Background: an optimization exercise with open tools, aiming at small area and a short achievable clock period. Do not read the settings as production practice.
No run shown here included a check of the RTL's function; only the layout flow was run.
No activity file was given, so power comes from the tool's default toggle rates.

<file path="design.v">
module timer_top
( input wire sys_clk,
  input wire sys_rst_n,
  input wire tim_pwrite,
  input wire tim_psel,
  input wire tim_penable,
  input wire [11:0] tim_paddr,
  input wire [31:0] tim_pwdata,
  input wire [3:0] tim_pstrb,
  input wire dbg_mode,
  output wire [31:0] tim_prdata,
  output wire tim_int,
  output wire tim_pready,
  output wire tim_pslverr
);
reg wait_state;
wire acc = tim_psel & tim_penable;
always @(posedge sys_clk or negedge sys_rst_n)
  if (!sys_rst_n) wait_state <= 1'b0;
  else            wait_state <= acc;
assign tim_pready = acc & wait_state;
reg [2:0] a_idx;
reg       a_ok;
always @(posedge sys_clk) begin
  a_idx <= tim_paddr[4:2];
  a_ok  <= (tim_paddr[11:5] == 7'd0) & (tim_paddr[1:0] == 2'd0);
end
wire s_tcr   = a_ok & (a_idx == 3'd0);
wire s_tdr0  = a_ok & (a_idx == 3'd1);
wire s_tdr1  = a_ok & (a_idx == 3'd2);
wire s_tcmp0 = a_ok & (a_idx == 3'd3);
wire s_tcmp1 = a_ok & (a_idx == 3'd4);
wire s_tier  = a_ok & (a_idx == 3'd5);
wire s_tisr  = a_ok & (a_idx == 3'd6);
wire s_thcsr = a_ok & (a_idx == 3'd7);
wire wr = acc & tim_pwrite;
wire [3:0] st = tim_pstrb;
wire [31:0] wd = tim_pwdata;
reg        timer_en, div_en, halt_req, int_en, int_st, timer_en_pre;
reg  [3:0] div_val;
reg [63:0] tcmp;
reg [63:0] cnt;
reg  [7:0] p;
wire halt_ack = halt_req & dbg_mode;
wire err_cond = (timer_en & st[0] & (wd[1] != div_en)) |
                (timer_en & st[1] & (wd[11:8] != div_val)) |
                (st[1] & (wd[11:8] > 4'd8));
wire wr_tcr = wr & s_tcr;
always @(posedge sys_clk or negedge sys_rst_n) begin
  if (!sys_rst_n) begin
    timer_en <= 1'b0;
    div_en   <= 1'b0;
    div_val  <= 4'd1;
    halt_req <= 1'b0;
    int_en   <= 1'b0;
  end else begin
    if (wr_tcr & ~err_cond & st[0]) begin
      timer_en <= wd[0];
      div_en   <= wd[1];
    end
    if (wr_tcr & ~err_cond & st[1]) div_val <= wd[11:8];
    if (wr & s_tier & st[0])  int_en   <= wd[0];
    if (wr & s_thcsr & st[0]) halt_req <= wd[0];
  end
end
reg err_q;
always @(posedge sys_clk or negedge sys_rst_n)
  if (!sys_rst_n) err_q <= 1'b0;
  else            err_q <= wr_tcr & err_cond;
assign tim_pslverr = err_q;
genvar b;
generate for (b = 0; b < 4; b = b + 1) begin : g_tcmp
  always @(posedge sys_clk or negedge sys_rst_n)
    if (!sys_rst_n) begin
      tcmp[8*b+7:8*b]    <= 8'hFF;
      tcmp[8*b+39:8*b+32] <= 8'hFF;
    end else begin
      if (wr & s_tcmp0 & st[b]) tcmp[8*b+7:8*b]     <= wd[8*b+7:8*b];
      if (wr & s_tcmp1 & st[b]) tcmp[8*b+39:8*b+32] <= wd[8*b+7:8*b];
    end
end endgenerate
reg [7:0] limit;
always @* begin
  case (div_val)
    4'd1: limit = 8'd1;
    4'd2: limit = 8'd3;
    4'd3: limit = 8'd7;
    4'd4: limit = 8'd15;
    4'd5: limit = 8'd31;
    4'd6: limit = 8'd63;
    4'd7: limit = 8'd127;
    4'd8: limit = 8'd255;
    default: limit = 8'd0;
  endcase
end
wire p_hit = (p == limit);
always @(posedge sys_clk or negedge sys_rst_n)
  if (!sys_rst_n) p <= 8'd0;
  else if (!halt_ack) p <= (~timer_en | ~div_en | p_hit) ? 8'd0 : p + 8'd1;
wire cnt_en = timer_en & ~halt_ack & (~div_en | (div_val == 4'd0) | p_hit);
always @(posedge sys_clk or negedge sys_rst_n)
  if (!sys_rst_n) timer_en_pre <= 1'b0;
  else            timer_en_pre <= timer_en;
wire cnt_clr = timer_en_pre & ~timer_en;
wire wr_tdr0 = wr & s_tdr0;
wire wr_tdr1 = wr & s_tdr1;
wire [63:0] cnt_inc = cnt + 64'd1;
generate for (b = 0; b < 4; b = b + 1) begin : g_cnt
  always @(posedge sys_clk or negedge sys_rst_n)
    if (!sys_rst_n) begin
      cnt[8*b+7:8*b]     <= 8'd0;
      cnt[8*b+39:8*b+32] <= 8'd0;
    end else if (cnt_clr) begin
      cnt[8*b+7:8*b]     <= 8'd0;
      cnt[8*b+39:8*b+32] <= 8'd0;
    end else if (wr_tdr0 | wr_tdr1) begin
      if (wr_tdr0 & st[b]) cnt[8*b+7:8*b]     <= wd[8*b+7:8*b];
      if (wr_tdr1 & st[b]) cnt[8*b+39:8*b+32] <= wd[8*b+7:8*b];
    end else if (cnt_en) begin
      cnt[8*b+7:8*b]     <= cnt_inc[8*b+7:8*b];
      cnt[8*b+39:8*b+32] <= cnt_inc[8*b+39:8*b+32];
    end
end endgenerate
wire int_set = (cnt == tcmp);
wire int_clr_req = wr & s_tisr & st[0] & wd[0];
always @(posedge sys_clk or negedge sys_rst_n)
  if (!sys_rst_n) int_st <= 1'b0;
  else            int_st <= int_st ? ~int_clr_req : int_set;
assign tim_int = int_en & int_st;
assign tim_prdata =
    ({32{s_tcr}}   & {20'b0, div_val, 6'b0, div_en, timer_en}) |
    ({32{s_tdr0}}  & cnt[31:0]) |
    ({32{s_tdr1}}  & cnt[63:32]) |
    ({32{s_tcmp0}} & tcmp[31:0]) |
    ({32{s_tcmp1}} & tcmp[63:32]) |
    ({32{s_tier}}  & {31'b0, int_en}) |
    ({32{s_tisr}}  & {31'b0, int_st}) |
    ({32{s_thcsr}} & {30'b0, halt_ack, halt_req});
endmodule
</file>
<file path="run.sh">
#!/bin/bash
# synth_recipe.tcl (not shown) runs the flow's synth.tcl, then flattens the netlist and writes it again
# the make line also repeats each setting of config.mk as NAME=value (left out here)
make -C /OpenROAD-flow-scripts/flow DESIGN_CONFIG=/design/flow/config.mk WORK_HOME=/design/flow/orfs CLKGATE_MAP_FILE= SYNTH_SCRIPT=/design/flow/synth_recipe.tcl finish
</file>
<file path="config.mk">
export PLATFORM = sky130hd
export DESIGN_NAME = timer_top
export DESIGN_NICKNAME = timer_top
export VERILOG_FILES = /design/flow/design.v
export SDC_FILE = /design/flow/constraint.sdc
export NUM_CORES = 4
export LEC_CHECK = 0
export CAP_MARGIN = 20
export CORE_MARGIN = 2
export CORE_UTILIZATION = 40
export SLEW_MARGIN = 20
</file>
<file path="constraint.sdc">
create_clock -name core_clock -period 5.0 [get_ports {sys_clk}]
set_input_delay 1.0000 -clock core_clock [delete_from_list [all_inputs] [get_ports {sys_clk}]]
set_output_delay 1.0000 -clock core_clock [all_outputs]
set_load 0.01 [all_outputs]
</file>
==> qor.yml, run 1 <==
grt.busiest_layer: "met2"
r2r-end: "cnt[52]$_DFFE_PN0P_"
core_area_sq_um: 25000
ys_top_cells_by_area: "dfrtp_1 21%, dfstp_2 17%, mux2_2 8.1%, a22oi_1 3.9%, nand2_1 3.5%"
vias_per_cell: 6.66
wl_mm: 40.0
max-clock-path-buffers: 2
crit_required_ns: 4.00
start_util: 0.405
yosysTopAreaCellShare: 0.205
drcViolationCount: 0
synth_xor_area_frac: 0.0425
ir_drop_uv: 170
n_fill_cell: 2444
swShare: 0.229
hold_start: "int_en$_DFFE_PN0P_"
critical-path-top-delay-family: "simple AND/OR/NAND/NOR gates"
timing.fmax_mhz: 245
post-route-min-period_ns: 4.08
slowest_stage: "nand3_1"
grt_use_total: 0.307
synth_top_family_by_area: "compound AO/OA/AOI/OAI gates"
cp.arrival_ns: 3.08
io_pins: 89
netlist_area_sq_um: 10100
cts_setup_buffers: 0
ys.flop_type: "dfrtp_1"
power.share.clock: 0.504
drive_above_1_share: 0.176
reg2reg_setup_slack_ns: 1.35
tightest_slew_ns: 1.08
cap_violations: 0
dr_total_vias: 10100
drtAntennaViolNets: 0
startpoint_type: "flop"
overflow: 0
hold_violations: 0
setup_viol: 0
fin_nets: 1235
worst-path-buf-inv: 1
slowest_delay_ns: 0.84
place_congestion: 0.992
worst_slack_ns: 0.922
synth_nets: 1188
hpwl_mm: 28.8
grt_pass1_wl_mm: 61.1
synth_enable_flop_cells: 0
async_flop_share: 0.974
fin_tns_setup_ns: 0
ys_seq_area_frac: 0.382
final-max-slew-violation-count: 0
r2r-start: "cnt[0]$_DFFE_PN0P_"
clk_pin_slew_worst_paths_ns: 0.06
grt_max_degree: 74
synthSimpleGateAreaFrac: 0.202
syn_area_per_cell_sq_um: 8.93
internal_power_w: 0.00212
end_kind: "primary output"
synth_seq_cells: 152
postCtsHoldBufs: 0
use_met3: 0.0657
worstSetupPathType: "reg2out"
seqPwrFrac: 0.454
p_leak_nw: 4.35
avgRoutedWirePerCell_microns: 26.2
synthMuxAreaShare: 0.0855
drtIter0Drc: 1380
dp_slack_ns: 1.09
path_max_fanout: 15
cts_buffers: 17
grt.met2_usage: 0.463
status: "finished clean"
synth_common_cells: "95 x nand2_1, 83 x dfrtp_1, 73 x mux2_2, 65 x dfstp_2, 65 x o21ai_0"
reg2reg_depth: 9
yosys_warnings: 1
rsz0062_at_grt: "no"
cts_tree: "done"
clock_latency_ns: 0.44
diodes: 0
first_pass_iters: 6
maxSlewHeadroom: 0.281
fin_hold_ws_ns: 0.524
ctsResizeCount: 0
hold_end: "int_en$_DFFE_PN0P_"
synth_top_area_cell: "dfrtp_1"
dieArea_sq_um: 26600
pwr-share-comb: 0.043
grt_pass1_vias: 9634
io_buffers: 88
worstPathCellList: "nand3_1, o21ai_0, a221o_1, clkdlybuf4s50_1"
p_switching_w: 0.000633
power.density_nw_per_um2: 233
row_count: 58
synth_cell_types: 77
cts-root-buf: "clkbuf_16"
hold_depth: 1
fp.dieH_microns: 163
synth_compound_area_frac: 0.237
clock_sinks: 152
synthAdderAreaFrac: 0.00248
die_w_microns: 163
met1_usage: 0.436
finalCritPeriodShare: 0.816
antenna_found_initial: 2
yosysMostFrequentCell: "nand2_1"
worst_hold_path_type: "reg2reg"
synth_cells: 1132
skew_ns: 0.0104
htree_num_levels: 4
area_growth_pct: 16.9
-- cells by family (layout without fill, tap and decap cells) --
logic type      Yosys count  count (layout)
simple gates            388             388
compound gates          346             346
flops                   152             152
buf+inv                 119             179
mux                      76              76
xor+xnor                 49              49
fa+ha+maj                 2               2
-- worst max path at each step --
stage | from | endpoint | cells past startpoint
floorplan | a_idx[1]$_DFF_P_ | tim_prdata[12] | 7
global placement | dbg_mode | tim_prdata[1] | 7
detailed placement | dbg_mode | tim_prdata[1] | 7
CTS | a_idx[0]$_DFF_P_ | tim_prdata[6] | 5
global route | a_idx[0]$_DFF_P_ | tim_prdata[16] | 5
finish | a_idx[1]$_DFF_P_ | tim_prdata[6] | 4
-- per-stage QoR --
stage                     cells  power (W)  cell area, sq um   util
after floorplan            1132    0.00129             10100      -
after global placement     1490    0.00139             11200  0.449
after detailed placement   1490    0.00139             11200  0.449
after CTS                  1522    0.00277             11800  0.473
after global routing       1522    0.00283             11800  0.473
final                      1522    0.00276             11800  0.473
-- worst register-to-register path, cell delays in order, from the launching register on --
cell	delay, ns
dfrtp_1	0.53
ha_1	0.26
nand3_1	0.25
nor3_2	0.65
and2_1	0.44
nand2_1	0.29
nor3_2	0.61
nand4_1	0.16
and3_1	0.21
a211oi_1	0.16
-- flip-flops by register name, indices dropped and copies added (netlist names) --
name / count
div_val: 4
timer_en: 1
wait_state: 1
div_en: 1
tcmp: 64
a_idx: 3
p: 8
err_q: 1
cnt: 64
a_ok: 1
halt_req: 1
timer_en_pre: 1
int_en: 1
int_st: 1
-- power by group through the flow --
stage          sequential (W)  clock [W]  combinational, W
2_1_floorplan         0.00126          0         0.0000259
3_3_place_gp          0.00127          0          0.000118
3_5_place_dp          0.00127          0          0.000118
4_1_cts               0.00125    0.00140          0.000119
5_1_grt               0.00125    0.00145          0.000128
6_report              0.00125    0.00139          0.000118
-- metal layers --
metal	share of wire	vias to the layer above	wire length [microns]
met5	0	-	0
met4	0.031	0	1240
met3	0.10	93	4030
met2	0.44	608	17500
met1	0.43	5019	17100
li1	-	4420	-
-- final cells by class --
cell class,count,area (sq um),share of cell area
inverter,42,158,0.0133
multi-input combinational,861,5760,0.487
clock buffer,20,437,0.0369
clock inverter,12,176,0.0149
sequential,152,3860,0.327
tap,330,413,0.0349
timing repair buffer,105,1010,0.0854
-- cells in the final DEF, fill, tap and decap left out, types with 29 or more instances in the layout --
master and count:
a21oi_1 46, a22oi_1 52, clkdlybuf4s50_1 87, dfrtp_1 83
dfstp_2 65, inv_1 42, mux2_2 73, nand2_1 95
nand3_1 52, nand4_1 29, nor2_1 56, nor3_1 51
o21ai_0 65, o22ai_1 30, o31ai_1 31, xnor2_1 38
==> inputs of run 2 (changes only) <==
--- a/design.v
+++ b/design.v
@@ -40,4 +40,2 @@
 reg  [3:0] div_val;
-reg [63:0] tcmp;
-reg [63:0] cnt;
 reg  [7:0] p;
@@ -70,12 +68,22 @@
 assign tim_pslverr = err_q;
+reg [63:0] tcmp_q;
+reg  [7:0] tcmp_v;
 genvar b;
 generate for (b = 0; b < 4; b = b + 1) begin : g_tcmp
+  always @(posedge sys_clk) begin
+    if (wr & s_tcmp0 & st[b]) tcmp_q[8*b+7:8*b]     <= wd[8*b+7:8*b];
+    if (wr & s_tcmp1 & st[b]) tcmp_q[8*b+39:8*b+32] <= wd[8*b+7:8*b];
+  end
   always @(posedge sys_clk or negedge sys_rst_n)
     if (!sys_rst_n) begin
-      tcmp[8*b+7:8*b]    <= 8'hFF;
-      tcmp[8*b+39:8*b+32] <= 8'hFF;
+      tcmp_v[b]   <= 1'b0;
+      tcmp_v[b+4] <= 1'b0;
     end else begin
-      if (wr & s_tcmp0 & st[b]) tcmp[8*b+7:8*b]     <= wd[8*b+7:8*b];
-      if (wr & s_tcmp1 & st[b]) tcmp[8*b+39:8*b+32] <= wd[8*b+7:8*b];
+      if (wr & s_tcmp0 & st[b]) tcmp_v[b]   <= 1'b1;
+      if (wr & s_tcmp1 & st[b]) tcmp_v[b+4] <= 1'b1;
     end
+end endgenerate
+wire [63:0] tcmp;
+generate for (b = 0; b < 8; b = b + 1) begin : g_tcmp_eff
+  assign tcmp[8*b+7:8*b] = tcmp_q[8*b+7:8*b] | {8{~tcmp_v[b]}};
 end endgenerate
@@ -104,20 +112,17 @@
 wire cnt_clr = timer_en_pre & ~timer_en;
+reg cnt_v;
+always @(posedge sys_clk or negedge sys_rst_n)
+  if (!sys_rst_n) cnt_v <= 1'b0;
+  else            cnt_v <= ~cnt_clr;
+reg [63:0] cnt_q;
+wire [63:0] cnt = cnt_q & {64{cnt_v}};
 wire wr_tdr0 = wr & s_tdr0;
 wire wr_tdr1 = wr & s_tdr1;
-wire [63:0] cnt_inc = cnt + 64'd1;
+wire inc = cnt_en & ~wr_tdr0 & ~wr_tdr1;
+wire [63:0] cnt_inc = cnt + {63'd0, inc};
 generate for (b = 0; b < 4; b = b + 1) begin : g_cnt
-  always @(posedge sys_clk or negedge sys_rst_n)
-    if (!sys_rst_n) begin
-      cnt[8*b+7:8*b]     <= 8'd0;
-      cnt[8*b+39:8*b+32] <= 8'd0;
-    end else if (cnt_clr) begin
-      cnt[8*b+7:8*b]     <= 8'd0;
-      cnt[8*b+39:8*b+32] <= 8'd0;
-    end else if (wr_tdr0 | wr_tdr1) begin
-      if (wr_tdr0 & st[b]) cnt[8*b+7:8*b]     <= wd[8*b+7:8*b];
-      if (wr_tdr1 & st[b]) cnt[8*b+39:8*b+32] <= wd[8*b+7:8*b];
-    end else if (cnt_en) begin
-      cnt[8*b+7:8*b]     <= cnt_inc[8*b+7:8*b];
-      cnt[8*b+39:8*b+32] <= cnt_inc[8*b+39:8*b+32];
-    end
+  always @(posedge sys_clk) begin
+    cnt_q[8*b+7:8*b]     <= (wr_tdr0 & st[b]) ? wd[8*b+7:8*b] : cnt_inc[8*b+7:8*b];
+    cnt_q[8*b+39:8*b+32] <= (wr_tdr1 & st[b]) ? wd[8*b+7:8*b] : cnt_inc[8*b+39:8*b+32];
+  end
 end endgenerate
--- a/config.mk
+++ b/config.mk
@@ -10,2 +10,3 @@
 export CORE_UTILIZATION = 40
+export SETUP_SLACK_MARGIN = 2.4
 export SLEW_MARGIN = 20
==> run 2 against run 1 <==
Worst hold slack worse by 0.10 ns; sequential share of layout area down 3.7 points; final area up 18%; sequential power up about 10%; critical path depth up 11; total power up 2.3%; clock power down 5%; critical path type is now reg2reg; critical endpoint is now cnt_q[54]$_DFF_P_; largest cell class unchanged.
==> qor.yml, run 2 <==
p_leak_nw: 5.22  # +20%
synth_enable_flop_cells: 64  # +64
yosys_warnings: 1  # unchanged
rsz0062_at_grt: "yes"
drtIter0Drc: 1513  # +9.6%
overflow: 0  # unchanged
place_congestion: 1.01  # +2.0%
core_area_sq_um: 24200  # -3.2%
synth_cells: 1139  # +0.62%
finalCritPeriodShare: 0.828  # +0.0127
fp.dieH_microns: 160  # -1.7%
path_max_fanout: 5  # -10
layout.cells.most_common_list: "135 x nand2_1, 79 x buf_4, 73 x nor2_1, 64 x dfxtp_1, 64 x edfxtp_1"
yosysTopAreaCellShare: 0.197  # -0.00875
fin_hold_ws_ns: 0.424  # -0.0998 ns
synth_cell_types: 85  # +10%
grt_use_total: 0.352  # +0.0444
hold_violations: 0  # unchanged
hpwl_mm: 29.2  # +1.5%
timing.fmax_mhz: 241  # -1.5%
async_flop_share: 0.180  # -0.794
yosysMostFrequentCell: "nand2_1"
cts_buffers: 17  # unchanged
die_w_microns: 160  # -1.7%
final_common_cell: "nand2_1"
crit_required_ns: 5.34  # +1.34 ns
power.share.clock: 0.468  # -0.036
ys_seq_area_frac: 0.411  # +0.0281
power.density_nw_per_um2: 203  # -13%
end_kind: "flop"
cp.arrival_ns: 4.48  # +1.40 ns
fin_nets: 1401  # +13%
drive_above_1_share: 0.312  # +0.136
area_growth_pct: 42.4
cts_tree: "done"
setup_viol: 0  # unchanged
grt_max_degree: 35  # -53%
worst_hold_path_type: "reg2reg"
drtAntennaViolNets: 0  # unchanged
wl_mm: 47.2  # +18%
post-route-min-period_ns: 4.14  # +0.0633 ns
final-max-slew-violation-count: 0  # unchanged
seqPwrFrac: 0.488  # +0.034
grt_pass1_vias: 10000  # +4.1%
cap_violations: 0  # unchanged
io_buffers: 88  # unchanged
synth_nets: 1196  # +0.67%
dr_total_vias: 10900  # +7.4%
first_pass_iters: 6  # unchanged
ys_top_cells_by_area: "edfxtp_1 20%, dfxtp_1 14%, dfrtp_1 7.2%, nand2_1 5.6%, xor2_1 4.0%"
ir_drop_uv: 133  # -21%
netlist_area_sq_um: 9770  # -3.4%
max-clock-path-buffers: 2  # unchanged
synth_common_cells: "145 x nand2_1, 96 x nor2_1, 75 x o21ai_0, 68 x dfxtp_1, 64 x edfxtp_1"
dieArea_sq_um: 25700  # -3.3%
postCtsHoldBufs: 0  # unchanged
skew_ns: 0.0130  # +0.00252 ns
clk_pin_slew_worst_paths_ns: 0.07  # about the same
grt_pass1_wl_mm: 66.4  # +8.7%
reg.largest.list: "cnt_q: 64 flops, tcmp_q: 64 flops"
io_pins: 89  # unchanged
start_util: 0.404  # -0.000845
fin_tns_setup_ns: 0  # unchanged
worstSetupPathType: "reg2reg"
antenna_found_initial: 0  # -2
status: "finished clean"
internal_power_w: 0.00209  # -1.8%
htree_num_levels: 4  # unchanged
final_core_utilization: 0.575  # +0.102
diodes: 0  # unchanged
cts-root-buf: "clkbuf_16"
drcViolationCount: 0  # unchanged
reg2reg_setup_slack_ns: 0.86  # -0.49 ns
synth_seq_cells: 161  # +5.9%
clock_sinks: 161  # +5.9%
pwr-share-comb: 0.044  # about the same
startpoint_type: "flop"
tightest_slew_ns: 1.11  # +0.0381 ns
clock_latency_ns: 0.46  # +0.02 ns
vias_per_cell: 6.48  # -2.7%
syn_area_per_cell_sq_um: 8.58  # -3.9%
synth_top_area_cell: "edfxtp_1"
row_count: 57  # -1.7%
p_switching_w: 0.000733  # +16%
maxSlewHeadroom: 0.255  # -0.0267
avgRoutedWirePerCell_microns: 28.1  # +7.0%
ys.flop_type: "dfxtp_1"
swShare: 0.260  # +0.0307
## run 2: changes by cell type in the layout (fill, tap and decap cells not counted), sizes merged, moves of 34 or more
cell,previous run,this run
buf,18,190
clkdlybuf4s50,87,46
dfrtp,83,28
dfstp,65,1
dfxtp,4,68
edfxtp,0,64
mux2,73,9
nand2,95,145
nor2,59,97
nor3,58,23
xor2,11,45
## run 2: final cells by class
cell class              count  area, sq um
clock buffers              17          425
clock inverters            15          140
fillers                  2124        10300
inverters                  40          171
multi-input cells         874         6220
flip-flops and latches    161         4040
well taps                 324          405
repair buffers            248         2490
repair inverters            2         17.5
## run 2: kinds of logic after synthesis
kind of cell	after synthesis	share of synthesized area
AND/OR/NAND/NOR	496	0.268
AO/OA/AOI/OAI	284	0.191
flip-flops	161	0.411
buffers and inverters	107	0.0452
XOR/XNOR	79	0.0708
multiplexers	9	0.0104
adder cells (fa/ha/maj)	3	0.00384
## run 2: metrics by stage
step	std cells	power, W	cell area (sq um)	setup WS [ns]
CTS	1639	0.00280	13100	0.971
floorplan	1139	0.00143	9940	1.09
detailed placement	1497	0.00151	11000	0.552
global route	1681	0.00288	13900	0.724
global placement	1497	0.00151	11000	0.577
finish	1681	0.00282	13900	0.858
## run 2: timing repair
action | 4_1_cts | 5_1_grt
pin swaps | 62 | 78
setup endpoints to repair | 136 | 151
setup buffers | 100 | 40
resized for setup | 337 | 95
hold endpoints to repair | 0 | 0
gates cloned | 10 | 2
## run 2: path summary, 6_finish.rpt
check                                    end  depth (start not counted)                    from
hold reg to reg              cnt_v$_DFF_PN0_                          1  timer_en_pre$_DFF_PN0_
min in group asynchronous   p[2]$_DFFE_PN0N_                          1               sys_rst_n
hold / removal               cnt_v$_DFF_PN0_                          1  timer_en_pre$_DFF_PN0_
setup / recovery           cnt_q[54]$_DFF_P_                         15        p[4]$_DFFE_PN0N_
max in group asynchronous    cnt_v$_DFF_PN0_                          1               sys_rst_n
setup reg to reg           cnt_q[54]$_DFF_P_                         15        p[4]$_DFFE_PN0N_
## run 2: metal layers
layer | up-vias | share of wire | track usage
met1 | 5157 | 0.37 | 0.455
li1 | 4602 | - | -
met4 | 0 | 0.081 | 0.221
met5 | - | 0 | 0
met2 | 862 | 0.42 | 0.519
met3 | 271 | 0.12 | 0.0974
## run 2: critical path, stage by stage, from the launching register on
cell and delay (ns):
dfrtp_2 0.42, or3b_4 0.40, a211oi_2 0.21, o21ai_1 0.08, a31o_2 0.27, or3_4 0.39, a31oi_4 0.28, ha_4 0.17
and4_4 0.25, nand3_4 0.09, nor4_4 0.15, buf_4 0.18, or4b_4 0.59, nor4b_4 0.31, xor2_1 0.17, a21oi_1 0.07
## run 2: power groups by stage
stage          Sequential (W)  Clock (W)  Combinational, W
4_1_cts               0.00138    0.00131          0.000112
3_3_place_gp          0.00141          0          0.000101
2_1_floorplan         0.00140          0         0.0000254
5_1_grt               0.00138    0.00137          0.000129
6_report              0.00138    0.00132          0.000125
3_5_place_dp          0.00141          0          0.000101

==> what the ideal ports hide <==
In the flow no input, the clock included, has a driving cell. The finished layouts below were timed again as built, in two steps.
Step 1 (the two cells are an assumption about what drives the block):
set clk [get_ports {sys_clk}]
set_driving_cell -lib_cell sky130_fd_sc_hd__clkbuf_16 $clk
set_driving_cell -lib_cell sky130_fd_sc_hd__buf_2 [delete_from_list [all_inputs] $clk]
Step 2 times the ports against the registers' clock, not the clock port: input delays grow and output delays shrink by t, the midpoint of the rising clock arrivals with the driver on.
Three values: ideal ports, drivers, drivers and shift; two values: the first two.
run	t (ns)	slack for setup (ns)	worst setup path at the end	worst register clock-pin slew, ns	pins driven straight from the clock port
run 1	0.488	0.922 / 0.870 / 1.082	input to output	0.07 / 0.07	1
run 2	0.503	0.858 / 0.858 / 0.811	input to register	0.08 / 0.08	1
After both steps every run listed still meets setup and hold. For run 2, which loses most, drivers alone change the setup slack by 0.000 ns; drivers and shift together by -0.047 ns.
